What follows belongs to an exercise in optimizing a design on an open flow for small area; a production flow would make more cautious choices. Function was not checked in any run shown here: the RTL went through the layout flow alone. No activity file was given, so power comes from the tool's default toggle rates.

==> flow/config.mk <==
export PLATFORM = sky130hd
export DESIGN_NAME = game6
export DESIGN_NICKNAME = game6
export VERILOG_FILES = /design/flow/design.v
export SDC_FILE = /design/flow/constraint.sdc
export NUM_CORES = 4
export LEC_CHECK = 0
export CAP_MARGIN = 20
export CORE_MARGIN = 2
export CORE_UTILIZATION = 40
export SLEW_MARGIN = 20
==> flow/constraint.sdc <==
create_clock -name core_clock -period 16.0 [get_ports {CLK}]
set_input_delay 3.2000 -clock core_clock [delete_from_list [all_inputs] [get_ports {CLK}]]
set_output_delay 3.2000 -clock core_clock [all_outputs]
set_load 0.01 [all_outputs]
==> flow/design.v <==
module game6 (
    input wire mode,
    input wire CLK,
    input wire rst,
    input wire [1:0] BTN_LR,
    input wire [9:0] i_x,
    input wire [8:0] i_y,
    input wire i_animate,
    output wire [3:0] VGA_R,
    output wire [3:0] VGA_G,
    output wire [3:0] VGA_B,
    output wire endgame,
    output wire [8:0] score,
    output wire win
    );
    reg [9:0] bxn;       
    reg [8:0] byn;       
    wire [9:0] bx = ~bxn;
    wire [8:0] by = ~byn;
    reg xd, yd;          
    reg par;             
    reg eg;              
    reg [8:0] ph;        
    reg [21:0] a, h;     
    reg cs;              
    reg hx, hy;          
    reg lit;             
    reg [4:0] n;         
    wire run = i_animate & ~eg & mode;
    wire bottom = ((by[7] & by[6] & ~by[5] & by[3] & by[1]));
    wire restart = ~mode | bottom | eg;
    wire cx104 = ((~bx[9] & ~bx[8] & ~bx[7] & bx[6] & bx[3]) | (~bx[9] & ~bx[8] & ~bx[7] & bx[6] & bx[4]) | (~bx[8] & bx[7] & ~bx[6] & ~bx[4] & ~bx[3] & bx[1]) | (~bx[9] & ~bx[8] & ~bx[7] & bx[6] & bx[5]));
    wire sx104 = ((~bx[7] & ~bx[5] & ~bx[3] & bx[2] & bx[1] & ~bx[0]));
    wire cx140 = ((~bx[9] & ~bx[8] & bx[7] & ~bx[6] & ~bx[5]) | (~bx[9] & ~bx[8] & ~bx[7] & bx[6] & bx[5] & bx[4]) | (~bx[9] & ~bx[8] & bx[7] & ~bx[6] & ~bx[4] & ~bx[0]) | (~bx[9] & ~bx[8] & bx[7] & ~bx[6] & ~bx[4] & ~bx[3]) | (~bx[8] & bx[5] & ~bx[4] & bx[3] & bx[1] & ~bx[0]));
    wire sx140 = ((~bx[7] & bx[5] & bx[3] & ~bx[2] & ~bx[1] & bx[0]) | (bx[7] & ~bx[6] & bx[5] & bx[2] & bx[1] & bx[0]));
    wire cx176 = ((~bx[8] & bx[7] & ~bx[6] & bx[5]) | (~bx[9] & ~bx[8] & bx[7] & ~bx[6] & bx[4]) | (~bx[8] & bx[7] & bx[6] & ~bx[5] & ~bx[4]));
    wire sx176 = ((bx[7] & bx[4] & ~bx[3] & ~bx[2] & bx[1] & ~bx[0]));
    wire cx212 = ((~bx[8] & bx[7] & bx[6] & ~bx[4]) | (~bx[8] & bx[7] & bx[6] & ~bx[5]) | (~bx[8] & bx[7] & ~bx[6] & bx[5] & bx[4]) | (~bx[8] & bx[7] & bx[6] & ~bx[3] & ~bx[2]));
    wire sx212 = ((bx[7] & bx[5] & bx[4] & ~bx[3] & ~bx[1] & bx[0]));
    wire cx248 = ((~bx[8] & bx[7] & bx[6] & bx[5]) | (bx[8] & ~bx[7] & ~bx[6] & ~bx[5] & ~bx[0]) | (bx[8] & ~bx[7] & ~bx[6] & ~bx[5] & ~bx[2]) | (~bx[8] & bx[7] & bx[6] & bx[4] & ~bx[1]));
    wire sx248 = ((bx[7] & bx[4] & ~bx[3] & bx[2] & bx[1] & bx[0]));
    wire cx284 = ((bx[8] & ~bx[7] & ~bx[6]) | (~bx[9] & bx[5] & bx[4] & bx[3] & bx[1] & bx[0]));
    wire sx284 = ((bx[7] & bx[5] & bx[4] & ~bx[2] & bx[1] & ~bx[0]));
    wire cx320 = ((bx[8] & ~bx[7] & bx[6] & ~bx[5]) | (bx[8] & ~bx[7] & ~bx[6] & bx[5]));
    wire sx320 = ((bx[8] & bx[6] & ~bx[4] & ~bx[2] & bx[0]) | (bx[8] & ~bx[5] & bx[3] & bx[2] & ~bx[1] & bx[0]));
    wire cx356 = ((bx[8] & ~bx[7] & bx[6] & bx[2]) | (bx[8] & ~bx[7] & bx[6] & bx[3]) | (bx[8] & ~bx[7] & bx[6] & bx[1]) | (bx[8] & ~bx[4] & ~bx[3] & ~bx[2] & bx[0]));
    wire sx356 = ((bx[7] & ~bx[5] & ~bx[4] & bx[2] & bx[1] & ~bx[0]));
    wire cx392 = ((bx[8] & bx[7] & ~bx[6] & ~bx[5]) | (bx[8] & ~bx[7] & bx[6] & bx[5] & ~bx[0]) | (bx[8] & ~bx[7] & bx[6] & bx[5] & bx[2]) | (bx[8] & bx[7] & ~bx[6] & ~bx[3] & ~bx[1]));
    wire sx392 = ((bx[7] & bx[5] & ~bx[4] & bx[3] & ~bx[1]));
    wire cx428 = ((bx[8] & bx[7] & ~bx[6] & bx[4]) | (bx[8] & bx[7] & ~bx[6] & bx[5]) | (bx[8] & bx[7] & bx[6] & ~bx[5] & ~bx[4]));
    wire sx428 = ((bx[7] & ~bx[5] & ~bx[4] & bx[3] & ~bx[2] & bx[0]));
    wire cx464 = ((bx[8] & bx[7] & bx[6] & ~bx[4]) | (bx[8] & bx[7] & bx[6] & ~bx[5]) | (bx[8] & bx[7] & ~bx[6] & bx[5] & bx[4]));
    wire sx464 = ((bx[7] & ~bx[4] & bx[3] & bx[2] & bx[1] & ~bx[0]));
    wire cx500 = ((~bx[9] & bx[8] & bx[7] & bx[6] & bx[5]) | (bx[9] & ~bx[7] & ~bx[6] & ~bx[5] & ~bx[2]) | (~bx[9] & bx[8] & bx[7] & bx[6] & bx[4] & bx[1]) | (bx[9] & ~bx[7] & ~bx[6] & ~bx[5] & ~bx[4]));
    wire sx500 = ((bx[7] & bx[6] & ~bx[5] & ~bx[3] & ~bx[1]) | (bx[9] & ~bx[5] & ~bx[3] & bx[2] & bx[1]));
    wire cx536 = ((bx[9] & ~bx[7] & ~bx[6] & ~bx[3]) | (bx[9] & ~bx[7] & ~bx[6] & ~bx[1]) | (~bx[9] & bx[8] & bx[7] & bx[6] & bx[5] & bx[4] & bx[3]) | (bx[9] & ~bx[7] & ~bx[6] & ~bx[4]));
    wire sx536 = ((bx[9] & bx[4] & bx[3] & bx[1] & ~bx[0]));
    wire ry100 = ((~by[8] & ~by[7] & by[6] & by[4] & by[1]) | (~by[8] & ~by[7] & by[6] & by[5] & ~by[4]) | (~by[7] & by[6] & ~by[5] & by[4] & by[2] & by[0]));
    wire ey100 = ((~by[8] & ~by[7] & by[6] & by[4] & ~by[3] & by[0]));
    wire ry125 = ((~by[8] & by[7] & ~by[6] & ~by[5] & ~by[4]) | (~by[8] & ~by[7] & by[6] & by[5] & by[4]) | (~by[8] & ~by[4] & by[3] & by[2] & ~by[0]));
    wire ey125 = ((~by[8] & ~by[4] & by[3] & by[2] & ~by[0]));
    wire ry150 = ((~by[8] & by[7] & ~by[6] & ~by[3] & by[0]) | (~by[8] & by[7] & ~by[6] & ~by[4] & ~by[1]) | (~by[8] & by[7] & ~by[6] & ~by[5] & by[4]));
    wire ey150 = ((by[7] & ~by[6] & ~by[4] & ~by[3] & by[2] & by[0]));
    wire ry175 = ((~by[8] & by[7] & ~by[6] & by[5]));
    wire ey175 = ((by[5] & by[4] & by[3] & by[2] & by[1] & ~by[0]) | (by[5] & ~by[4] & ~by[3] & ~by[2] & ~by[1] & ~by[0]));
    wire ry200 = ((~by[8] & by[7] & by[6] & ~by[5] & by[0]) | (~by[8] & by[7] & by[6] & ~by[5] & ~by[2]) | (~by[8] & by[7] & ~by[6] & by[5] & by[4] & by[3]));
    wire ey200 = ((~by[8] & by[7] & by[5] & by[3] & ~by[1]) | (~by[5] & by[4] & ~by[3] & by[2] & by[1] & by[0]));
    wire ry225 = ((by[7] & by[6] & by[5] & ~by[4]) | (~by[8] & by[7] & by[6] & ~by[5] & by[4]) | (~by[8] & by[7] & by[6] & ~by[3] & ~by[0]));
    wire ey225 = ((by[7] & by[6] & by[4] & ~by[3] & ~by[2] & ~by[0]));
    wire ry250 = ((by[7] & by[6] & by[5] & by[4]) | (by[8] & ~by[7] & ~by[6] & ~by[5] & ~by[4] & ~by[1]) | (by[7] & by[6] & by[5] & by[3]));
    wire ey250 = ((~by[7] & ~by[5] & ~by[4] & by[3] & ~by[1]) | (by[7] & by[6] & ~by[4] & by[3] & by[1]));
    wire ry275 = ((by[8] & ~by[7] & ~by[6] & ~by[5]) | (by[8] & ~by[7] & ~by[6] & ~by[2] & ~by[0]));
    wire ey275 = ((by[8] & ~by[7] & ~by[6] & ~by[4] & ~by[3] & ~by[0]));
    wire ry300 = ((by[8] & ~by[7] & ~by[6] & by[5]) | (by[8] & ~by[7] & ~by[6] & by[2] & by[0]));
    wire ey300 = ((by[8] & ~by[7] & ~by[6] & by[4] & by[3] & by[0]));
    wire [21:0] zs, ze;
    assign zs[0] = sx104 & ry150;
    assign ze[0] = cx104 & ey150;
    assign zs[1] = sx320 & ry150;
    assign ze[1] = cx320 & ey150;
    assign zs[2] = sx536 & ry150;
    assign ze[2] = cx536 & ey150;
    assign zs[3] = sx320 & ry300;
    assign ze[3] = cx320 & ey300;
    assign zs[4] = sx140 & ry125;
    assign ze[4] = cx140 & ey125;
    assign zs[5] = sx140 & ry175;
    assign ze[5] = cx140 & ey175;
    assign zs[6] = sx176 & ry100;
    assign ze[6] = cx176 & ey100;
    assign zs[7] = sx176 & ry200;
    assign ze[7] = cx176 & ey200;
    assign zs[8] = sx248 & ry100;
    assign ze[8] = cx248 & ey100;
    assign zs[9] = sx248 & ry250;
    assign ze[9] = cx248 & ey250;
    assign zs[10] = sx284 & ry125;
    assign ze[10] = cx284 & ey125;
    assign zs[11] = sx284 & ry275;
    assign ze[11] = cx284 & ey275;
    assign zs[12] = sx356 & ry125;
    assign ze[12] = cx356 & ey125;
    assign zs[13] = sx356 & ry275;
    assign ze[13] = cx356 & ey275;
    assign zs[14] = sx392 & ry100;
    assign ze[14] = cx392 & ey100;
    assign zs[15] = sx392 & ry250;
    assign ze[15] = cx392 & ey250;
    assign zs[16] = sx464 & ry100;
    assign ze[16] = cx464 & ey100;
    assign zs[17] = sx464 & ry200;
    assign ze[17] = cx464 & ey200;
    assign zs[18] = sx500 & ry125;
    assign ze[18] = cx500 & ey125;
    assign zs[19] = sx500 & ry175;
    assign ze[19] = cx500 & ey175;
    assign zs[20] = sx212 & ry225;
    assign ze[20] = cx212 & ey225;
    assign zs[21] = sx428 & ry225;
    assign ze[21] = cx428 & ey225;
    wire [21:0] z = zs | ze;           
    wire [21:0] hc = h & {22{cs}};
    wire [21:0] hm = z & ({22{~mode}} | (a & ~hc));
    always @(posedge CLK)
    if (rst) begin
        a <= {22{1'b1}};
        h <= 0;
        cs <= 1'b0;
        hx <= 1'b0;
        hy <= 1'b0;
    end else begin
        a <= (a | {22{~mode}}) & ~z;
        if (~mode) h <= z | (h & ~(a & {22{cs}}));
        else if (run) h <= h & a;
        else h <= (a & z & ~hc) | (~(a & z) & h);
        cs <= mode & (cs | run);
        hx <= ~run & (hx | (|(hm & zs)));
        hy <= ~run & (hy | (|(hm & ze)));
    end
    wire btn_l = BTN_LR[1] & ~BTN_LR[0];
    wire btn_r = BTN_LR[0] & ~BTN_LR[1];
    wire [9:0] dbp_s;
    wire [10:0] dbp_c;
    assign dbp_c[0] = 1'b1;
    assign dbp_s[0] = 1'b0 ^ bxn[0] ^ dbp_c[0];
    assign dbp_c[1] = (1'b0 & bxn[0]) | (dbp_c[0] & (1'b0 ^ bxn[0]));
    assign dbp_s[1] = ph[0] ^ bxn[1] ^ dbp_c[1];
    assign dbp_c[2] = (ph[0] & bxn[1]) | (dbp_c[1] & (ph[0] ^ bxn[1]));
    assign dbp_s[2] = ph[1] ^ bxn[2] ^ dbp_c[2];
    assign dbp_c[3] = (ph[1] & bxn[2]) | (dbp_c[2] & (ph[1] ^ bxn[2]));
    assign dbp_s[3] = ph[2] ^ bxn[3] ^ dbp_c[3];
    assign dbp_c[4] = (ph[2] & bxn[3]) | (dbp_c[3] & (ph[2] ^ bxn[3]));
    assign dbp_s[4] = ph[3] ^ bxn[4] ^ dbp_c[4];
    assign dbp_c[5] = (ph[3] & bxn[4]) | (dbp_c[4] & (ph[3] ^ bxn[4]));
    assign dbp_s[5] = ph[4] ^ bxn[5] ^ dbp_c[5];
    assign dbp_c[6] = (ph[4] & bxn[5]) | (dbp_c[5] & (ph[4] ^ bxn[5]));
    assign dbp_s[6] = ph[5] ^ bxn[6] ^ dbp_c[6];
    assign dbp_c[7] = (ph[5] & bxn[6]) | (dbp_c[6] & (ph[5] ^ bxn[6]));
    assign dbp_s[7] = ph[6] ^ bxn[7] ^ dbp_c[7];
    assign dbp_c[8] = (ph[6] & bxn[7]) | (dbp_c[7] & (ph[6] ^ bxn[7]));
    assign dbp_s[8] = ph[7] ^ bxn[8] ^ dbp_c[8];
    assign dbp_c[9] = (ph[7] & bxn[8]) | (dbp_c[8] & (ph[7] ^ bxn[8]));
    assign dbp_s[9] = ph[8] ^ bxn[9] ^ dbp_c[9];
    assign dbp_c[10] = (ph[8] & bxn[9]) | (dbp_c[9] & (ph[8] ^ bxn[9]));
    wire [9:0] dbp = dbp_s;
    wire pad_x = ((bx[0]) | (bx[3]) | (bx[2]) | (bx[1]) | (bx[7]) | (bx[4]) | (bx[6])) & ((~bx[9]) | (~bx[8])) & ((dbp_c[10] & ~(dbp[9] | (dbp[8] | (dbp[7] | (dbp[6] & (dbp[5] | (dbp[4] | (dbp[3] | (dbp[2] | dbp[1]))))))))) | (~dbp_c[10] & (dbp[9] & (dbp[8] & (dbp[7] & (dbp[6] | (dbp[5] & (dbp[4] & (dbp[3] & (dbp[2] & (dbp[1] & dbp[0])))))))))));
    wire pad_hit = bottom | (((by[8] & by[7] & by[6] & by[4]) | (by[8] & by[7] & by[6] & ~by[1])) & pad_x);
    wire lwall = ((~bx[8] & ~bx[7] & ~bx[6] & ~bx[5] & ~bx[4] & ~bx[3] & ~bx[1]));
    wire rwall = ((bx[9] & bx[7]) | (bx[9] & bx[4] & bx[3] & ~bx[2] & bx[0]));
    wire top = ((~by[8] & ~by[6] & ~by[5] & ~by[4] & ~by[3] & ~by[1]));
    wire [9:0] mx_s;
    wire [10:0] mx_c;
    assign mx_c[0] = 1'b0;
    assign mx_s[0] = bxn[0] ^ 1'b1 ^ mx_c[0];
    assign mx_c[1] = (bxn[0] & 1'b1) | (mx_c[0] & (bxn[0] ^ 1'b1));
    assign mx_s[1] = bxn[1] ^ xd ^ mx_c[1];
    assign mx_c[2] = (bxn[1] & xd) | (mx_c[1] & (bxn[1] ^ xd));
    assign mx_s[2] = bxn[2] ^ ~xd ^ mx_c[2];
    assign mx_c[3] = (bxn[2] & ~xd) | (mx_c[2] & (bxn[2] ^ ~xd));
    assign mx_s[3] = bxn[3] ^ xd ^ mx_c[3];
    assign mx_c[4] = (bxn[3] & xd) | (mx_c[3] & (bxn[3] ^ xd));
    assign mx_s[4] = bxn[4] ^ xd ^ mx_c[4];
    assign mx_c[5] = (bxn[4] & xd) | (mx_c[4] & (bxn[4] ^ xd));
    assign mx_s[5] = bxn[5] ^ xd ^ mx_c[5];
    assign mx_c[6] = (bxn[5] & xd) | (mx_c[5] & (bxn[5] ^ xd));
    assign mx_s[6] = bxn[6] ^ xd ^ mx_c[6];
    assign mx_c[7] = (bxn[6] & xd) | (mx_c[6] & (bxn[6] ^ xd));
    assign mx_s[7] = bxn[7] ^ xd ^ mx_c[7];
    assign mx_c[8] = (bxn[7] & xd) | (mx_c[7] & (bxn[7] ^ xd));
    assign mx_s[8] = bxn[8] ^ xd ^ mx_c[8];
    assign mx_c[9] = (bxn[8] & xd) | (mx_c[8] & (bxn[8] ^ xd));
    assign mx_s[9] = bxn[9] ^ xd ^ mx_c[9];
    assign mx_c[10] = (bxn[9] & xd) | (mx_c[9] & (bxn[9] ^ xd));
    wire [8:0] my_s;
    wire [9:0] my_c;
    assign my_c[0] = 1'b0;
    assign my_s[0] = byn[0] ^ 1'b1 ^ my_c[0];
    assign my_c[1] = (byn[0] & 1'b1) | (my_c[0] & (byn[0] ^ 1'b1));
    assign my_s[1] = byn[1] ^ yd ^ my_c[1];
    assign my_c[2] = (byn[1] & yd) | (my_c[1] & (byn[1] ^ yd));
    assign my_s[2] = byn[2] ^ ~yd ^ my_c[2];
    assign my_c[3] = (byn[2] & ~yd) | (my_c[2] & (byn[2] ^ ~yd));
    assign my_s[3] = byn[3] ^ yd ^ my_c[3];
    assign my_c[4] = (byn[3] & yd) | (my_c[3] & (byn[3] ^ yd));
    assign my_s[4] = byn[4] ^ yd ^ my_c[4];
    assign my_c[5] = (byn[4] & yd) | (my_c[4] & (byn[4] ^ yd));
    assign my_s[5] = byn[5] ^ yd ^ my_c[5];
    assign my_c[6] = (byn[5] & yd) | (my_c[5] & (byn[5] ^ yd));
    assign my_s[6] = byn[6] ^ yd ^ my_c[6];
    assign my_c[7] = (byn[6] & yd) | (my_c[6] & (byn[6] ^ yd));
    assign my_s[7] = byn[7] ^ yd ^ my_c[7];
    assign my_c[8] = (byn[7] & yd) | (my_c[7] & (byn[7] ^ yd));
    assign my_s[8] = byn[8] ^ yd ^ my_c[8];
    assign my_c[9] = (byn[8] & yd) | (my_c[8] & (byn[8] ^ yd));
    wire inc1 = hx ^ hy, inc2 = hx & hy;
    wire [4:0] na_s;
    wire [5:0] na_c;
    assign na_c[0] = 1'b0;
    assign na_s[0] = n[0] ^ inc1 ^ na_c[0];
    assign na_c[1] = (n[0] & inc1) | (na_c[0] & (n[0] ^ inc1));
    assign na_s[1] = n[1] ^ inc2 ^ na_c[1];
    assign na_c[2] = (n[1] & inc2) | (na_c[1] & (n[1] ^ inc2));
    assign na_s[2] = n[2] ^ 1'b0 ^ na_c[2];
    assign na_c[3] = (n[2] & 1'b0) | (na_c[2] & (n[2] ^ 1'b0));
    assign na_s[3] = n[3] ^ 1'b0 ^ na_c[3];
    assign na_c[4] = (n[3] & 1'b0) | (na_c[3] & (n[3] ^ 1'b0));
    assign na_s[4] = n[4] ^ 1'b0 ^ na_c[4];
    assign na_c[5] = (n[4] & 1'b0) | (na_c[4] & (n[4] ^ 1'b0));
    always @(posedge CLK)
    if (rst | ~mode) n <= 5'd0;
    else if (run) n <= na_s;
    always @(posedge CLK)
    if (rst) begin
        par <= 1'b0;
        bxn <= ~10'd320;
        byn <= ~9'd430;
        xd <= 1'b0;
        yd <= 1'b0;
        eg <= 1'b0;
    end else begin
        par <= ~par;
        eg <= mode & (eg | bottom);
        if (run) begin
            bxn <= mx_s;
            byn <= my_s;
            if (pad_hit & (btn_l | btn_r)) xd <= btn_r;
            else if (rwall) xd <= 1'b0;
            else if (lwall) xd <= 1'b1;
            else if (bottom) xd <= ~par;
            else xd <= xd ^ hx;
            if (pad_hit) yd <= 1'b0;
            else if (top) yd <= 1'b1;
            else if (bottom) yd <= 1'b0;
            else yd <= yd ^ hy;
        end else if (restart) begin
            bxn <= ~10'd320;
            byn <= ~9'd430;
            xd <= ~par;
            yd <= 1'b0;
        end
    end
    wire pm_l = run & btn_l & ((ph[5]) | (ph[0]) | (~ph[2]) | (~ph[4]) | (ph[7]));
    wire pm_r = run & btn_r & ((~ph[8]) | (~ph[5]) | (~ph[0]));
    wire pm = pm_l | pm_r;
    wire [8:0] pa_s;
    wire [9:0] pa_c;
    assign pa_c[0] = 1'b0;
    assign pa_s[0] = ph[0] ^ pm ^ pa_c[0];
    assign pa_c[1] = (ph[0] & pm) | (pa_c[0] & (ph[0] ^ pm));
    assign pa_s[1] = ph[1] ^ pm_l ^ pa_c[1];
    assign pa_c[2] = (ph[1] & pm_l) | (pa_c[1] & (ph[1] ^ pm_l));
    assign pa_s[2] = ph[2] ^ pm_r ^ pa_c[2];
    assign pa_c[3] = (ph[2] & pm_r) | (pa_c[2] & (ph[2] ^ pm_r));
    assign pa_s[3] = ph[3] ^ pm_l ^ pa_c[3];
    assign pa_c[4] = (ph[3] & pm_l) | (pa_c[3] & (ph[3] ^ pm_l));
    assign pa_s[4] = ph[4] ^ pm_l ^ pa_c[4];
    assign pa_c[5] = (ph[4] & pm_l) | (pa_c[4] & (ph[4] ^ pm_l));
    assign pa_s[5] = ph[5] ^ pm_l ^ pa_c[5];
    assign pa_c[6] = (ph[5] & pm_l) | (pa_c[5] & (ph[5] ^ pm_l));
    assign pa_s[6] = ph[6] ^ pm_l ^ pa_c[6];
    assign pa_c[7] = (ph[6] & pm_l) | (pa_c[6] & (ph[6] ^ pm_l));
    assign pa_s[7] = ph[7] ^ pm_l ^ pa_c[7];
    assign pa_c[8] = (ph[7] & pm_l) | (pa_c[7] & (ph[7] ^ pm_l));
    assign pa_s[8] = ph[8] ^ pm_l ^ pa_c[8];
    assign pa_c[9] = (ph[8] & pm_l) | (pa_c[8] & (ph[8] ^ pm_l));
    always @(posedge CLK)
    if (rst | eg | ~mode) ph <= 9'd160;
    else ph <= pa_s;
    wire dx104 = ((i_x[9] | (i_x[8] | (i_x[7] | (i_x[6] & (i_x[5] | (i_x[4] | (i_x[3] & (i_x[2] | (i_x[1] & i_x[0]))))))))) & ~(i_x[9] | (i_x[8] | (i_x[7] & (i_x[6] | (i_x[5] | (i_x[4] | (i_x[3] | (i_x[2] & i_x[1])))))))));
    wire dx140 = ((i_x[9] | (i_x[8] | (i_x[7] | (i_x[6] & (i_x[5] & (i_x[4] | (i_x[3] & (i_x[2] & (i_x[1] & i_x[0]))))))))) & ~(i_x[9] | (i_x[8] | (i_x[7] & (i_x[6] | (i_x[5] & (i_x[4] | (i_x[3] & (i_x[2] | i_x[1])))))))));
    wire dx176 = ((i_x[9] | (i_x[8] | (i_x[7] & (i_x[6] | (i_x[5] | (i_x[4] & (i_x[3] | (i_x[2] | (i_x[1] & i_x[0]))))))))) & ~(i_x[9] | (i_x[8] | (i_x[7] & (i_x[6] & (i_x[5] | (i_x[4] | (i_x[3] & (i_x[2] & i_x[1])))))))));
    wire dx212 = ((i_x[9] | (i_x[8] | (i_x[7] & (i_x[6] | (i_x[5] & (i_x[4] & (i_x[3] | (i_x[2] & (i_x[1] & i_x[0]))))))))) & ~(i_x[9] | (i_x[8] | (i_x[7] & (i_x[6] & (i_x[5] & (i_x[4] & (i_x[3] | (i_x[2] | i_x[1])))))))));
    wire dx248 = ((i_x[9] | (i_x[8] | (i_x[7] & (i_x[6] & (i_x[5] | (i_x[4] & (i_x[3] & (i_x[2] | (i_x[1] & i_x[0]))))))))) & ~(i_x[9] | (i_x[8] & (i_x[7] | (i_x[6] | (i_x[5] | (i_x[4] & (i_x[3] | (i_x[2] & i_x[1])))))))));
    wire dx284 = ((i_x[9] | (i_x[8] | (i_x[7] & (i_x[6] & (i_x[5] & (i_x[4] & (i_x[3] & (i_x[2] & (i_x[1] & i_x[0]))))))))) & ~(i_x[9] | (i_x[8] & (i_x[7] | (i_x[6] | (i_x[5] & (i_x[4] & (i_x[3] & (i_x[2] | i_x[1])))))))));
    wire dx320 = ((i_x[9] | (i_x[8] & (i_x[7] | (i_x[6] | (i_x[5] & (i_x[4] | (i_x[3] | (i_x[2] | (i_x[1] & i_x[0]))))))))) & ~(i_x[9] | (i_x[8] & (i_x[7] | (i_x[6] & (i_x[5] | (i_x[4] & (i_x[3] & (i_x[2] & i_x[1])))))))));
    wire dx356 = ((i_x[9] | (i_x[8] & (i_x[7] | (i_x[6] & (i_x[5] | (i_x[4] | (i_x[3] | (i_x[2] & (i_x[1] & i_x[0]))))))))) & ~(i_x[9] | (i_x[8] & (i_x[7] & (i_x[6] | (i_x[5] | (i_x[4] | (i_x[3] | (i_x[2] | i_x[1])))))))));
    wire dx392 = ((i_x[9] | (i_x[8] & (i_x[7] | (i_x[6] & (i_x[5] & (i_x[4] | (i_x[3] & (i_x[2] | (i_x[1] & i_x[0]))))))))) & ~(i_x[9] | (i_x[8] & (i_x[7] & (i_x[6] | (i_x[5] & (i_x[4] | (i_x[3] | (i_x[2] & i_x[1])))))))));
    wire dx428 = ((i_x[9] | (i_x[8] & (i_x[7] & (i_x[6] | (i_x[5] | (i_x[4] | (i_x[3] & (i_x[2] & (i_x[1] & i_x[0]))))))))) & ~(i_x[9] | (i_x[8] & (i_x[7] & (i_x[6] & (i_x[5] | (i_x[4] | (i_x[3] & (i_x[2] | i_x[1])))))))));
    wire dx464 = ((i_x[9] | (i_x[8] & (i_x[7] & (i_x[6] | (i_x[5] & (i_x[4] & (i_x[3] | (i_x[2] | (i_x[1] & i_x[0]))))))))) & ~(i_x[9] | (i_x[8] & (i_x[7] & (i_x[6] & (i_x[5] & (i_x[4] | (i_x[3] & (i_x[2] & i_x[1])))))))));
    wire dx500 = ((i_x[9] | (i_x[8] & (i_x[7] & (i_x[6] & (i_x[5] | (i_x[4] & (i_x[3] | (i_x[2] & (i_x[1] & i_x[0]))))))))) & ~(i_x[9] & (i_x[8] | (i_x[7] | (i_x[6] | (i_x[5] | (i_x[4] & (i_x[3] | (i_x[2] | i_x[1])))))))));
    wire dx536 = ((i_x[9] | (i_x[8] & (i_x[7] & (i_x[6] & (i_x[5] & (i_x[4] & (i_x[3] & (i_x[2] | (i_x[1] & i_x[0]))))))))) & ~(i_x[9] & (i_x[8] | (i_x[7] | (i_x[6] | (i_x[5] & (i_x[4] & (i_x[3] | (i_x[2] & i_x[1])))))))));
    wire dy100 = ((i_y[8] | (i_y[7] | (i_y[6] & (i_y[5] | (i_y[4] & (i_y[3] & (i_y[2] | (i_y[1] & i_y[0])))))))) & ~(i_y[8] | (i_y[7] | (i_y[6] & (i_y[5] & (i_y[4] | (i_y[3] & (i_y[2] & i_y[1]))))))));
    wire dy125 = ((i_y[8] | (i_y[7] | (i_y[6] & (i_y[5] & (i_y[4] & (i_y[3] | i_y[2])))))) & ~(i_y[8] | (i_y[7] & (i_y[6] | (i_y[5] | (i_y[4] | (i_y[3] | (i_y[2] & (i_y[1] & i_y[0])))))))));
    wire dy150 = ((i_y[8] | (i_y[7] & (i_y[6] | (i_y[5] | (i_y[4] | (i_y[3] & (i_y[2] & (i_y[1] | i_y[0])))))))) & ~(i_y[8] | (i_y[7] & (i_y[6] | i_y[5]))));
    wire dy175 = ((i_y[8] | (i_y[7] & (i_y[6] | (i_y[5] & (i_y[4] | (i_y[3] | (i_y[2] & i_y[1]))))))) & ~(i_y[8] | (i_y[7] & (i_y[6] | (i_y[5] & (i_y[4] & (i_y[3] & (i_y[2] | (i_y[1] | i_y[0])))))))));
    wire dy200 = ((i_y[8] | (i_y[7] & (i_y[6] | (i_y[5] & (i_y[4] & (i_y[3] & (i_y[2] & (i_y[1] & i_y[0])))))))) & ~(i_y[8] | (i_y[7] & (i_y[6] & (i_y[5] | (i_y[4] & (i_y[3] | (i_y[2] | i_y[1]))))))));
    wire dy225 = ((i_y[8] | (i_y[7] & (i_y[6] & (i_y[5] | (i_y[4] & i_y[3]))))) & ~(i_y[8] | (i_y[7] & (i_y[6] & (i_y[5] & (i_y[4] | (i_y[3] & (i_y[2] | (i_y[1] & i_y[0])))))))));
    wire dy250 = ((i_y[8] | (i_y[7] & (i_y[6] & (i_y[5] & (i_y[4] & (i_y[3] | (i_y[2] | (i_y[1] | i_y[0])))))))) & ~(i_y[8] & (i_y[7] | (i_y[6] | (i_y[5] | (i_y[4] | (i_y[3] | i_y[2])))))));
    wire dy275 = ((i_y[8] & (i_y[7] | (i_y[6] | (i_y[5] | (i_y[4] | (i_y[3] & (i_y[2] | i_y[1]))))))) & ~(i_y[8] & (i_y[7] | (i_y[6] | (i_y[5] | (i_y[4] & (i_y[3] & (i_y[2] & (i_y[1] | i_y[0])))))))));
    wire dy300 = ((i_y[8] & (i_y[7] | (i_y[6] | (i_y[5] & (i_y[4] | (i_y[3] | (i_y[2] | (i_y[1] & i_y[0])))))))) & ~(i_y[8] & (i_y[7] | (i_y[6] | (i_y[5] & (i_y[4] & (i_y[3] | (i_y[2] & i_y[1]))))))));
    wire [21:0] blk_pix = a & {dx428 & dy225, dx212 & dy225, dx500 & dy175, dx500 & dy125, dx464 & dy200, dx464 & dy100, dx392 & dy250, dx392 & dy100, dx356 & dy275, dx356 & dy125, dx284 & dy275, dx284 & dy125, dx248 & dy250, dx248 & dy100, dx176 & dy200, dx176 & dy100, dx140 & dy175, dx140 & dy125, dx320 & dy300, dx536 & dy150, dx320 & dy150, dx104 & dy150};
    wire [9:0] bpx_s;
    wire [10:0] bpx_c;
    assign bpx_c[0] = 1'b1;
    assign bpx_s[0] = i_x[0] ^ bxn[0] ^ bpx_c[0];
    assign bpx_c[1] = (i_x[0] & bxn[0]) | (bpx_c[0] & (i_x[0] ^ bxn[0]));
    assign bpx_s[1] = i_x[1] ^ bxn[1] ^ bpx_c[1];
    assign bpx_c[2] = (i_x[1] & bxn[1]) | (bpx_c[1] & (i_x[1] ^ bxn[1]));
    assign bpx_s[2] = i_x[2] ^ bxn[2] ^ bpx_c[2];
    assign bpx_c[3] = (i_x[2] & bxn[2]) | (bpx_c[2] & (i_x[2] ^ bxn[2]));
    assign bpx_s[3] = i_x[3] ^ bxn[3] ^ bpx_c[3];
    assign bpx_c[4] = (i_x[3] & bxn[3]) | (bpx_c[3] & (i_x[3] ^ bxn[3]));
    assign bpx_s[4] = i_x[4] ^ bxn[4] ^ bpx_c[4];
    assign bpx_c[5] = (i_x[4] & bxn[4]) | (bpx_c[4] & (i_x[4] ^ bxn[4]));
    assign bpx_s[5] = i_x[5] ^ bxn[5] ^ bpx_c[5];
    assign bpx_c[6] = (i_x[5] & bxn[5]) | (bpx_c[5] & (i_x[5] ^ bxn[5]));
    assign bpx_s[6] = i_x[6] ^ bxn[6] ^ bpx_c[6];
    assign bpx_c[7] = (i_x[6] & bxn[6]) | (bpx_c[6] & (i_x[6] ^ bxn[6]));
    assign bpx_s[7] = i_x[7] ^ bxn[7] ^ bpx_c[7];
    assign bpx_c[8] = (i_x[7] & bxn[7]) | (bpx_c[7] & (i_x[7] ^ bxn[7]));
    assign bpx_s[8] = i_x[8] ^ bxn[8] ^ bpx_c[8];
    assign bpx_c[9] = (i_x[8] & bxn[8]) | (bpx_c[8] & (i_x[8] ^ bxn[8]));
    assign bpx_s[9] = i_x[9] ^ bxn[9] ^ bpx_c[9];
    assign bpx_c[10] = (i_x[9] & bxn[9]) | (bpx_c[9] & (i_x[9] ^ bxn[9]));
    wire [8:0] bpy_s;
    wire [9:0] bpy_c;
    assign bpy_c[0] = 1'b1;
    assign bpy_s[0] = i_y[0] ^ byn[0] ^ bpy_c[0];
    assign bpy_c[1] = (i_y[0] & byn[0]) | (bpy_c[0] & (i_y[0] ^ byn[0]));
    assign bpy_s[1] = i_y[1] ^ byn[1] ^ bpy_c[1];
    assign bpy_c[2] = (i_y[1] & byn[1]) | (bpy_c[1] & (i_y[1] ^ byn[1]));
    assign bpy_s[2] = i_y[2] ^ byn[2] ^ bpy_c[2];
    assign bpy_c[3] = (i_y[2] & byn[2]) | (bpy_c[2] & (i_y[2] ^ byn[2]));
    assign bpy_s[3] = i_y[3] ^ byn[3] ^ bpy_c[3];
    assign bpy_c[4] = (i_y[3] & byn[3]) | (bpy_c[3] & (i_y[3] ^ byn[3]));
    assign bpy_s[4] = i_y[4] ^ byn[4] ^ bpy_c[4];
    assign bpy_c[5] = (i_y[4] & byn[4]) | (bpy_c[4] & (i_y[4] ^ byn[4]));
    assign bpy_s[5] = i_y[5] ^ byn[5] ^ bpy_c[5];
    assign bpy_c[6] = (i_y[5] & byn[5]) | (bpy_c[5] & (i_y[5] ^ byn[5]));
    assign bpy_s[6] = i_y[6] ^ byn[6] ^ bpy_c[6];
    assign bpy_c[7] = (i_y[6] & byn[6]) | (bpy_c[6] & (i_y[6] ^ byn[6]));
    assign bpy_s[7] = i_y[7] ^ byn[7] ^ bpy_c[7];
    assign bpy_c[8] = (i_y[7] & byn[7]) | (bpy_c[7] & (i_y[7] ^ byn[7]));
    assign bpy_s[8] = i_y[8] ^ byn[8] ^ bpy_c[8];
    assign bpy_c[9] = (i_y[8] & byn[8]) | (bpy_c[8] & (i_y[8] ^ byn[8]));
    wire [8:0] ppx_s;
    wire [9:0] ppx_c;
    assign ppx_c[0] = 1'b1;
    assign ppx_s[0] = i_x[1] ^ ~ph[0] ^ ppx_c[0];
    assign ppx_c[1] = (i_x[1] & ~ph[0]) | (ppx_c[0] & (i_x[1] ^ ~ph[0]));
    assign ppx_s[1] = i_x[2] ^ ~ph[1] ^ ppx_c[1];
    assign ppx_c[2] = (i_x[2] & ~ph[1]) | (ppx_c[1] & (i_x[2] ^ ~ph[1]));
    assign ppx_s[2] = i_x[3] ^ ~ph[2] ^ ppx_c[2];
    assign ppx_c[3] = (i_x[3] & ~ph[2]) | (ppx_c[2] & (i_x[3] ^ ~ph[2]));
    assign ppx_s[3] = i_x[4] ^ ~ph[3] ^ ppx_c[3];
    assign ppx_c[4] = (i_x[4] & ~ph[3]) | (ppx_c[3] & (i_x[4] ^ ~ph[3]));
    assign ppx_s[4] = i_x[5] ^ ~ph[4] ^ ppx_c[4];
    assign ppx_c[5] = (i_x[5] & ~ph[4]) | (ppx_c[4] & (i_x[5] ^ ~ph[4]));
    assign ppx_s[5] = i_x[6] ^ ~ph[5] ^ ppx_c[5];
    assign ppx_c[6] = (i_x[6] & ~ph[5]) | (ppx_c[5] & (i_x[6] ^ ~ph[5]));
    assign ppx_s[6] = i_x[7] ^ ~ph[6] ^ ppx_c[6];
    assign ppx_c[7] = (i_x[7] & ~ph[6]) | (ppx_c[6] & (i_x[7] ^ ~ph[6]));
    assign ppx_s[7] = i_x[8] ^ ~ph[7] ^ ppx_c[7];
    assign ppx_c[8] = (i_x[8] & ~ph[7]) | (ppx_c[7] & (i_x[8] ^ ~ph[7]));
    assign ppx_s[8] = i_x[9] ^ ~ph[8] ^ ppx_c[8];
    assign ppx_c[9] = (i_x[9] & ~ph[8]) | (ppx_c[8] & (i_x[9] ^ ~ph[8]));
    wire [9:0] dpx = {ppx_s, i_x[0]};
    wire ball_x = (bpx_c[10] & ~(bpx_s[9] | (bpx_s[8] | (bpx_s[7] | (bpx_s[6] | (bpx_s[5] | (bpx_s[4] | (bpx_s[3] | (bpx_s[2] & (bpx_s[1] | bpx_s[0])))))))))) | (~bpx_c[10] & (bpx_s[9] & (bpx_s[8] & (bpx_s[7] & (bpx_s[6] & (bpx_s[5] & (bpx_s[4] & (bpx_s[3] & bpx_s[2]))))))));
    wire ball_y = (bpy_c[9] & ~(bpy_s[8] | (bpy_s[7] | (bpy_s[6] | (bpy_s[5] | (bpy_s[4] | (bpy_s[3] | (bpy_s[2] & (bpy_s[1] | bpy_s[0]))))))))) | (~bpy_c[9] & (bpy_s[8] & (bpy_s[7] & (bpy_s[6] & (bpy_s[5] & (bpy_s[4] & (bpy_s[3] & bpy_s[2])))))));
    wire ball_pix = ((bx[0]) | (bx[3]) | (bx[2]) | (bx[1]) | (bx[7]) | (bx[4]) | (bx[6])) & ((by[0]) | (by[1]) | (by[2]) | (by[3]) | (by[4]) | (by[6]) | (by[7])) & ball_x & ball_y;
    wire pad_pix = ((ppx_c[9] & ~(dpx[9] | (dpx[8] | (dpx[7] | (dpx[6] | (dpx[5] & (dpx[4] & (dpx[3] & dpx[2])))))))) | (~ppx_c[9] & (dpx[9] & (dpx[8] & (dpx[7] & (dpx[6] & (dpx[5] | (dpx[4] | (dpx[3] | (dpx[2] & (dpx[1] | dpx[0]))))))))))) & ((i_y[8] & (i_y[7] & (i_y[6] & (i_y[5] | (i_y[4] & (i_y[3] | (i_y[2] | i_y[1]))))))) & ~(i_y[8] & (i_y[7] & (i_y[6] & (i_y[5] | (i_y[4] & (i_y[3] & (i_y[2] | (i_y[1] & i_y[0])))))))));
    always @(posedge CLK)
    if (rst) lit <= 1'b0;
    else lit <= ball_pix | pad_pix | (|blk_pix);
    assign VGA_R = {4{lit}};
    assign VGA_G = {4{lit}};
    assign VGA_B = {4{lit}};
    assign endgame = eg;
    wire [4:0] s5_s;
    wire [5:0] s5_c;
    assign s5_c[0] = 1'b0;
    assign s5_s[0] = n[2] ^ n[0] ^ s5_c[0];
    assign s5_c[1] = (n[2] & n[0]) | (s5_c[0] & (n[2] ^ n[0]));
    assign s5_s[1] = n[3] ^ n[1] ^ s5_c[1];
    assign s5_c[2] = (n[3] & n[1]) | (s5_c[1] & (n[3] ^ n[1]));
    assign s5_s[2] = n[4] ^ n[2] ^ s5_c[2];
    assign s5_c[3] = (n[4] & n[2]) | (s5_c[2] & (n[4] ^ n[2]));
    assign s5_s[3] = 1'b0 ^ n[3] ^ s5_c[3];
    assign s5_c[4] = (1'b0 & n[3]) | (s5_c[3] & (1'b0 ^ n[3]));
    assign s5_s[4] = 1'b0 ^ n[4] ^ s5_c[4];
    assign s5_c[5] = (1'b0 & n[4]) | (s5_c[4] & (1'b0 ^ n[4]));
    wire [6:0] s = {s5_s, n[1:0]};
    assign score = {2'b00, s & {7{mode}}};
    assign win = ((n[4] & n[2] & n[1]));
endmodule
==> flow/run.sh <==
#!/bin/bash
# synth_recipe.tcl (not shown) runs the flow's synth.tcl, then flattens the netlist and writes it again
# the make line also repeats each setting of config.mk as NAME=value (left out here)
make -C /OpenROAD-flow-scripts/flow DESIGN_CONFIG=/design/flow/config.mk WORK_HOME=/design/flow/orfs CLKGATE_MAP_FILE= SYNTH_SCRIPT=/design/flow/synth_recipe.tcl finish
==> summary.txt, run 1 <==
- Number of CTS-inserted buffers: 9
- After synthesis, the share of flip-flops with an asynchronous set or reset is 0%.
- At the end of routability-driven placement, the weighted congestion stood at between 0.9 and 1.
- Final worst-path cycle share: roughly 52%
- The number of antenna violations at the first check in global routing came to 1.
* DRC violation total after the first TritonRoute iteration: about 860
- Most common cell in the netlist: sky130_fd_sc_hd__nand2_1
- Vias after detailed routing: a little over 8000
- 48 I/O pins were placed.
- Setup violations remaining at the end of the flow were counted as 0.
- Worst stage delay on the critical path: 0.55 ns
* Sequential-to-total area share from yosys stat: 20.2%
- Clock tree synthesis found a total of 85 sinks.
- Wirelength, routed: 27.4 mm
- Y dimension of the die: approximately 150 um
* Endpoint type of the worst setup path: output port
- Of the cells placed in the final design, the portion with a size suffix greater than 1 is under 10%.
* Vias in the first global route: between 7000 and 8000
* Initial Utilization: approximately two fifths
- After global routing the overflow that remains totals 0.
- Largest vdd supply drop: a little under 0.06 mV
* Area taken by flip-flops and latches: about 1700 um2
* Combinational family with the most area after synthesis: compound AO/OA/AOI/OAI gates
- Data on the critical path arrives at its endpoint at approximately 5.2 ns.
* Area of the die: 22200 um2
* Worst path buffer plus inverter count: 5
- The worst register-to-register path has a setup slack of ~10 ns.
- For this design the static power due to leakage is roughly 3.4 nW.
- Power per cell area: around 63 nW/um2
* Global routing usage summed across all routing layers: between 20% and 30%
* Number of placement rows: 53
- The H-tree was split into 3 levels.
- Slowest library cell on the worst path: sky130_fd_sc_hd__clkdlybuf4s50_1
- Count of state elements after synthesis: 85
- For the finished layout, the period the worst path requires is between 8 and 9 ns.
- Dividing the synthesized area by the synthesized cell count gives about 7.7 um2.
- In this run the tool buffered the top-level ports with 45 buffer cells.
* Clock-pin slew on the worst setup and hold paths: approximately 0.060 ns
* Setup skew after layout: approximately 0.0093 ns
- Data on the critical path is required at its endpoint by 12.80 ns.
- Post-synthesis share of cell area spent on full adders, half adders and majority gates: roughly 17%
- Wire length of the first global-routing pass: approximately 44 mm
- After clock tree synthesis, the repair step resized 0 gates.
- Simple-gate area share of the yosys netlist: about a quarter
- Of all cell types, the one taking the most synthesized area is sky130_fd_sc_hd__dfxtp_1.
- Peak clock frequency supported by timing: approximately 120 MHz
- Final Hold Viols: 0
* Post-synth EDFFs: 0
- Xor-xnor portion of the synthesized cell area: between 1 and 1.5%
* Insertion delay of the later-clocked pin in the worst-skew pair: 0.36 ns
- Classification of the worst setup path: input port to output port
- Min-delay worst type: register to register
* Vias per std cell: 6.10
- The area growth from synthesis to layout is 9.28%.
* Kind of start point of the critical path: input port
* # DRC: 0
* Length of the first detailed-routing pass in iterations: 6
* Top cells by area in the synthesized netlist: sky130_fd_sc_hd__dfxtp_1 20%, sky130_fd_sc_hd__fa_1 14%, sky130_fd_sc_hd__a21oi_1 4.5%
* Max-slew violation count: 0
- For the pin with the worst max-slew slack, the measured transition is about 0.91 ns.
* Postcts setup bufs: 0
- Mux cell area share after synthesis: about 1.7%
- The signal on the critical path passes through clkdlybuf4s50_1 -> buf_4 -> clkinv_1 -> buf_4 -> nor2_1 -> clkdlybuf4s50_1.
- TritonCTS built the clock tree.
- At the end of the flow, the number of nets in the layout was around 1200.
* # hold bufs at CTS: 0
- The flow ran to the end and the layout has no timing, DRC or antenna violations.
- Width of the die: between 100 and 150 um
* Placed Area: 8890 um2
- In this run the remaining antenna-violating nets after routing total 0.
- The floorplan step defined a core boundary enclosing around 21000 um2.
- Grouping stages by cell kind, the critical path spends the most delay in buffers and inverters.
- Area occupied by multi-input gates: around 6000 um2
- In the synthesized netlist the dominant register cell turns out to be sky130_fd_sc_hd__dfxtp_1.
- Post-DR wirelength/cell: around 20 um
* Max Root-Sink Buffers: 2
* Share of the synthesized area in the top cell type: between 20 and 25%
- Post-synthesis compound-gate area fraction: between 20% and 30%
- Yosys Warn Count: 1
* Commonest cells in the netlist: 99 x sky130_fd_sc_hd__nand2_1, 94 x sky130_fd_sc_hd__inv_1, 92 x sky130_fd_sc_hd__nor2_1
- DP HPWL: between 20 and 25 mm
- In this run the cell area of the synthesized design comes to approximately 8400 um2.
* Slew HR: roughly 39%
* Post-route cell area: about 9000 um2
- TNS Setup: 0 ns
- Maximum number of pins on one net before global-route repair: 60
- The tool flagged a number of max-cap violations equal to 0.
- Cell variety after synth: 90
* Setup repair after global routing missed its margin: false
* CTS root buffer: sky130_fd_sc_hd__clkbuf_16
- The filler cells instantiated in the layout total ~2100.
- Synthesis produced a netlist whose cell count is around 1100.
* Max FO, Critical Path: between 50 and 60
==> area by class of cell <==
type / count / share of cell area, %
inverters: 95 / 3.87
diodes: 1 / 0.0272
multi-input cells: 817 / 64.7
well taps: 275 / 3.74
clock buffers: 11 / 2.75
clock inverters: 5 / 0.462
repair buffers: 58 / 5.95
flip-flops and latches: 85 / 18.5
==> kinds of logic (layout without fill, tap and decap cells) <==
kind of cell               after synthesis  count (layout)
AOI/OAI and AO/OA                      323             323
xor gates and xnor gates                10              10
adders and majority gates               84              84
buffers and inverters                  186             169
DFF                                     85              85
muxes                                   14              14
other                                    1               3
and+or+nand+nor                        384             384
==> power breakdown <==
| part | total [W] | switching (W) | internal, W |
|---|---|---|---|
| Combinational | 0.000141 | 0.0000857 | 0.0000553 |
| Sequential | 0.000227 | 0.0000105 | 0.000217 |
| Clock | 0.000213 | 0.0000972 | 0.000116 |
==> per-stage QoR <==
step	setup slack [ns]	utilization (%)	hold WS, ns	total power [W]	cells
6_report	7.60	44.2	0.439	0.000582	1347
2_1_floorplan	8.04	-	0.399	0.000331	1088
3_5_place_dp	7.41	42.7	0.422	0.000371	1330
5_1_grt	7.43	44.2	0.473	0.000612	1346
4_1_cts	7.60	44.1	0.432	0.000583	1346
3_3_place_gp	7.58	42.7	0.421	0.000369	1330
==> worst reg2reg max path, delay by kind of cell, from the launching register on <==
kind / cells / cell delay (ns)
compound gates: 3 / 0.69
fa+ha+maj: 9 / 3.39
buf+inv: 3 / 0.37
flops: 1 / 0.62
simple gates: 2 / 0.41
==> layer usage <==
layer | wire length [um] | vias to the layer above | GRT usage, %
li1 | - | 3862 | -
met1 | 12000 | 3983 | 34.8
met2 | 12300 | 306 | 38.6
met3 | 2210 | 59 | 6.30
met4 | 832 | 2 | 8.86
met5 | 13 | - | 0
==> cells in the final DEF (no fill, tap or decap), types with 14 or more instances in the layout <==
master	n
sky130_fd_sc_hd__nand4_1	27
sky130_fd_sc_hd__a21oi_1	75
sky130_fd_sc_hd__clkdlybuf4s50_1	45
sky130_fd_sc_hd__nor2_1	92
sky130_fd_sc_hd__nand2_1	99
sky130_fd_sc_hd__o22ai_1	20
sky130_fd_sc_hd__inv_1	93
sky130_fd_sc_hd__dfxtp_1	85
sky130_fd_sc_hd__ha_1	15
sky130_fd_sc_hd__nor2b_1	14
sky130_fd_sc_hd__nand3_1	23
sky130_fd_sc_hd__nor3_1	20
sky130_fd_sc_hd__and2_1	19
sky130_fd_sc_hd__fa_1	59
sky130_fd_sc_hd__o21ai_0	55
==> worst paths after layout <==
path                             start        to  depth (start not counted)
worst max-delay path              mode  score[3]                          6
worst min-delay path               par       par                          1
worst max register to register  bxn[0]        yd                         17
worst min register to register     par       par                          1
==> inputs of run 2 (changes only) <==
--- a/flow/design.v
+++ b/flow/design.v
@@ -21,8 +21,9 @@
     reg par;             
     reg eg;              
     reg [8:0] ph;        
-    reg [21:0] a, h;     
-    reg cs;              
+    reg [21:0] a;        
+    reg [21:0] pend;     
+    reg [21:0] cnt;      
     reg hx, hy;          
     reg lit;             
     reg [4:0] n;         
@@ -119,21 +120,18 @@
     assign zs[21] = sx428 & ry225;
     assign ze[21] = cx428 & ey225;
     wire [21:0] z = zs | ze;           
-    wire [21:0] hc = h & {22{cs}};
-    wire [21:0] hm = z & ({22{~mode}} | (a & ~hc));
+    wire [21:0] hm = z & ({22{~mode}} | (a & ~cnt));
     always @(posedge CLK)
     if (rst) begin
         a <= {22{1'b1}};
-        h <= 0;
-        cs <= 1'b0;
+        pend <= 0;
+        cnt <= 0;
         hx <= 1'b0;
         hy <= 1'b0;
     end else begin
         a <= (a | {22{~mode}}) & ~z;
-        if (~mode) h <= z | (h & ~(a & {22{cs}}));
-        else if (run) h <= h & a;
-        else h <= (a & z & ~hc) | (~(a & z) & h);
-        cs <= mode & (cs | run);
+        pend <= run ? {22{1'b0}} : pend | hm;
+        cnt <= ~mode ? {22{1'b0}} : run ? cnt | pend : cnt;
         hx <= ~run & (hx | (|(hm & zs)));
         hy <= ~run & (hy | (|(hm & ze)));
     end
==> summary.txt, run 2 <==
- The post-cts resize count was 0 (unchanged).
- Length of the first detailed-routing pass in iterations: 8 (+2)
* Share of the synthesized area in the top cell type: 26.1% (+5.9 points)
- # DRC: 0 (unchanged)
* Wirelength, routed: 25.3 mm (-7.5%)
- CTS root buffer: sky130_fd_sc_hd__clkbuf_16
- The TritonCTS sink count is 106 (+25%).
- Number of primary I/O pins: 48 (unchanged)
- The cell count after synthesis is 1021 (-6.1%).
- Global routing usage summed across all routing layers: 24.0% (-1.2 points)
* Placer congestion estimate: 0.998 (+0.67%)
- The hold buffer count at cts is 0 (unchanged).
* Layout Utilization: 44.5% (+0.25 points)
* Cell family with most CP delay: adder cells
- Post-DRT Antenna Nets: 0 (unchanged)
* Actual transition at the worst max-transition pin: 0.912 ns (-0.00294 ns)
- Number of H-tree levels: 3 (unchanged)
* Share of flip-flops with an asynchronous set or reset after synthesis: 0% (unchanged)
- Final Hold Viols: 0 (unchanged)
* Fin crit period: 8.45 ns (+0.0481 ns)
- The number of fillers in the final layout was 2045 (-3.8%).
* # port buffers: 45 (unchanged)
* Mapped Avg Cell Area: 7.98 um2 (+2.9%)
- Counting stages on the worst path, the most repeated cell is sky130_fd_sc_hd__fa_1.
- The largest vdd supply drop was 0.0642 mV (+10%).
- After synthesis, the largest family of logic cells by area is simple AND/OR/NAND/NOR gates.
- The min-delay analysis places its worst path in the category register to register.
- Crit-path cells: clkdlybuf4s50_1 -> inv_1 -> ha_1 -> inv_1 -> fa_1 -> inv_1 -> fa_1 -> fa_1 -> fa_1 -> fa_1 -> fa_1 -> fa_1 -> fa_1 -> fa_1 -> nand4b_1 -> or3_1 -> a2111oi_0 -> nor4_1 -> a41oi_1
* Max FO, Critical Path: 5 (-92%)
* Final worst-path cycle share: 52.8% (+0.30 points)
- Sequential-to-total area share from yosys stat: 26.1% (+5.9 points)
- The clock insertion delay at the later pin of the skew report is 0.36 ns (about the same).
- The number of antenna cells inserted was 0 (-1).
- Number of placement rows: 52 (-1.9%)
- Sorting the synthesized cells by area gives the leading types as sky130_fd_sc_hd__dfxtp_1 26%, sky130_fd_sc_hd__fa_1 15%, sky130_fd_sc_hd__nor2_1 4.5%.
* Yosys Warn Count: 1 (unchanged)
- Y dimension of the die: 147 um (-1.6%)
* Number of nets in the layout: 1113 (-4.5%)
- Number of antenna violations at the first check in global routing: 0 (-1)
- The highest achievable clock rate is 118 MHz (-0.57%).
* Worst hold margin: 0.434 ns (-0.00516 ns)
- The number of maximum-capacitance violations is 0 (unchanged).
- The mux contribution to synthesized area is 0.384% (-1.3 points).
- The most used flip-flop cell after synthesis is sky130_fd_sc_hd__dfxtp_1.
* Count of state elements after synthesis: 106 (+25%)
- The count of routing violations after the opening detailed-route iteration came to 614 (-29%).
- The remaining max-slew budget at the tightest pin was 38.7% (-0.083 points).
* TNS Setup: 0 ns (unchanged)
- The number of global-route vias before repair is 7332 (-4.8%).
- The final number of setup-violating endpoints came to 0 (unchanged).
* Area grow syn2layout: 9.76%
* Maximum number of pins on one net before global-route repair: 41 (-32%)
* Placeable Area: 20100 um2 (-3.4%)
* WP data required: 16.28 ns (+3.48 ns)
- The number of buffers inserted by post-CTS setup repair was 0 (unchanged).
- The worst setup path is of the input port to register kind.
* Most common library cell in the layout ignoring fill and taps: sky130_fd_sc_hd__dfxtp_1
- The width of the chip was 147 um (-1.6%).
- Power per cell area: 69.9 nW/um2 (+11%)
- The count of unique library cells instantiated by Yosys was 85 (-5.6%).
- Endpoint type of the worst setup path: register
* Worst stage delay on the critical path: 0.54 ns (about the same)
- Post-synthesis share of cell area spent on full adders, half adders and majority gates: 16.8% (-0.63 points)
- Mapped cell area: 8140 um2 (-3.3%)
- The largest registers in the layout are a x22, cnt x22, pend x22.
- Initial Utilization: 40.5% (+0.057 points)
- Vias per std cell: 5.91 (-3.1%)
- The average wire length per cell after detail routing was 19.6 um (-3.3%).
- Fraction of final layout cells with drive strength greater than 1: 4.71% (-0.051 points)
* Max Root-Sink Buffers: 2 (unchanged)
- The die area was 21500 um2 (-3.2%).
- The max-slew violation total from the final report came to 0 (unchanged).
- The placed wire-length estimate came to 19.3 mm (-4.6%).
- Post-synthesis compound-gate area fraction: 21.3% (-5.2 points)
- In the post-synthesis netlist, the cell with the most instances is sky130_fd_sc_hd__dfxtp_1.
- The post-CTS clock slew at the launch and capture registers of the worst setup and hold paths is 0.08 ns (+0.02 ns).
- Vias after detailed routing: 7616 (-7.3%)
- Standby leakage power: 3.38 nW (-2.0%)
* Setup skew after layout: 0.00606 ns (-0.00326 ns)
- Simple-gate area share of the yosys netlist: 25.1% (+1.3 points)
* Post-synth EDFFs: 0 (unchanged)
- Sum of overflow across all layers after global routing: 0 (unchanged)
- Worst path buffer plus inverter count: 4 (-1)
* TritonCTS clock tree: built
* Setup repair after global routing missed its margin: false
- Commonest cells in the netlist: 106 x sky130_fd_sc_hd__dfxtp_1, 98 x sky130_fd_sc_hd__nor2_1, 92 x sky130_fd_sc_hd__inv_1
* Largest area contributor in the netlist: sky130_fd_sc_hd__dfxtp_1
* Number of CTS-inserted buffers: 9 (unchanged)
* Wire length of the first global-routing pass: 40.7 mm (-7.0%)
- The slowest stage of the critical path is the sky130_fd_sc_hd__clkdlybuf4s50_1 cell.
- The run finished with no timing, DRC or antenna violations.
- Xor-xnor portion of the synthesized cell area: 0.968% (-0.072 points)
- The top cell types in the final layout, fill and taps aside, are 106 x sky130_fd_sc_hd__dfxtp_1, 98 x sky130_fd_sc_hd__nor2_1, 92 x sky130_fd_sc_hd__inv_1.
* Worst path arrival time: 8.73 ns (+3.53 ns)
- The worst setup path is launched from an input port.
==> run 2: metal layers <==
metal	track usage (%)	wire length [um]	share of wire (%)
met1	34.4	11600	46
met2	37.5	11200	44
met5	0	0	0
met4	8.06	727	2.9
met3	3.39	1740	6.9
==> run 2: power by group <==
part           internal, W  switching (W)  leakage (nW)  total [W]
combinational    0.0000483      0.0000768          2.38   0.000125
sequential        0.000267      0.0000110         0.858   0.000278
clock             0.000109       0.000112         0.138   0.000221
==> run 2: area by class of cell <==
class / count / area [um2] / area share, %
inverter: 103 / 387 / 4.33
sequential: 106 / 2120 / 23.7
multi-input combinational: 738 / 5270 / 59.0
clock inverter: 6 / 56.3 / 0.630
clock buffer: 10 / 229 / 2.56
tap: 270 / 338 / 3.78
timing repair buffer: 56 / 533 / 5.96
==> run 2: cell families (layout without fill, tap and decap cells) <==
| group | after synthesis | after routing |
|---|---|---|
| AND/OR/NAND/NOR | 384 | 384 |
| AO/OA/AOI/OAI | 266 | 266 |
| buffers and inverters | 178 | 175 |
| flip-flops | 106 | 106 |
| adder cells (fa/ha/maj) | 74 | 74 |
| XOR/XNOR | 9 | 9 |
| multiplexers | 3 | 3 |
| other | 1 | 2 |
==> run 2: path summary, 6_finish.rpt <==
path | startpoint | endpoint | slack, ns | cells after the start
min reg2reg | par | par | 0.43 | 1
min | par | par | 0.43 | 1
max | i_x[0] | lit | 7.55 | 19
max reg2reg | bxn[0] | lit | 10.02 | 18
==> run 2: per-stage QoR <==
stage	instances	instance area, um2	total power (W)	setup slack (ns)
final	1289	8940	0.000624	7.55
after global routing	1289	8940	0.000654	7.25
after CTS	1289	8930	0.000626	7.56
after detailed placement	1273	8650	0.000408	7.18
after global placement	1273	8650	0.000405	7.32
after floorplan	1022	8150	0.000368	8.05

-- separate check: timing with driven ports --
The flow's constraints put no driver on any port. The routed layouts listed below were extracted and timed again, unchanged, in two steps.
Step 1 (the two cells are an assumption about what drives the block):
set clk [get_ports {CLK}]
set_driving_cell -lib_cell sky130_fd_sc_hd__clkbuf_16 $clk
set_driving_cell -lib_cell sky130_fd_sc_hd__buf_2 [delete_from_list [all_inputs] $clk]
Step 2, shift: input delay + t, output delay - t, t = (earliest + latest rising clock arrival at the registers) / 2. This alone moves slack from input paths to output paths.
Three values: no drivers, after step 1, after step 2; two values: the first two.
run | shift t [ns] | setup WS [ns] | latest minus earliest clock arrival (ns)
run 1 | 0.397 | 7.602 / 7.580 / 7.491 | 0.009 / 0.009
run 2 | 0.403 | 7.554 / 7.572 / 7.169 | 0.007 / 0.006
After both steps setup and hold are still met in every run listed. For run 2, which loses most, drivers alone change the setup slack by +0.018 ns; drivers and shift together by -0.385 ns.
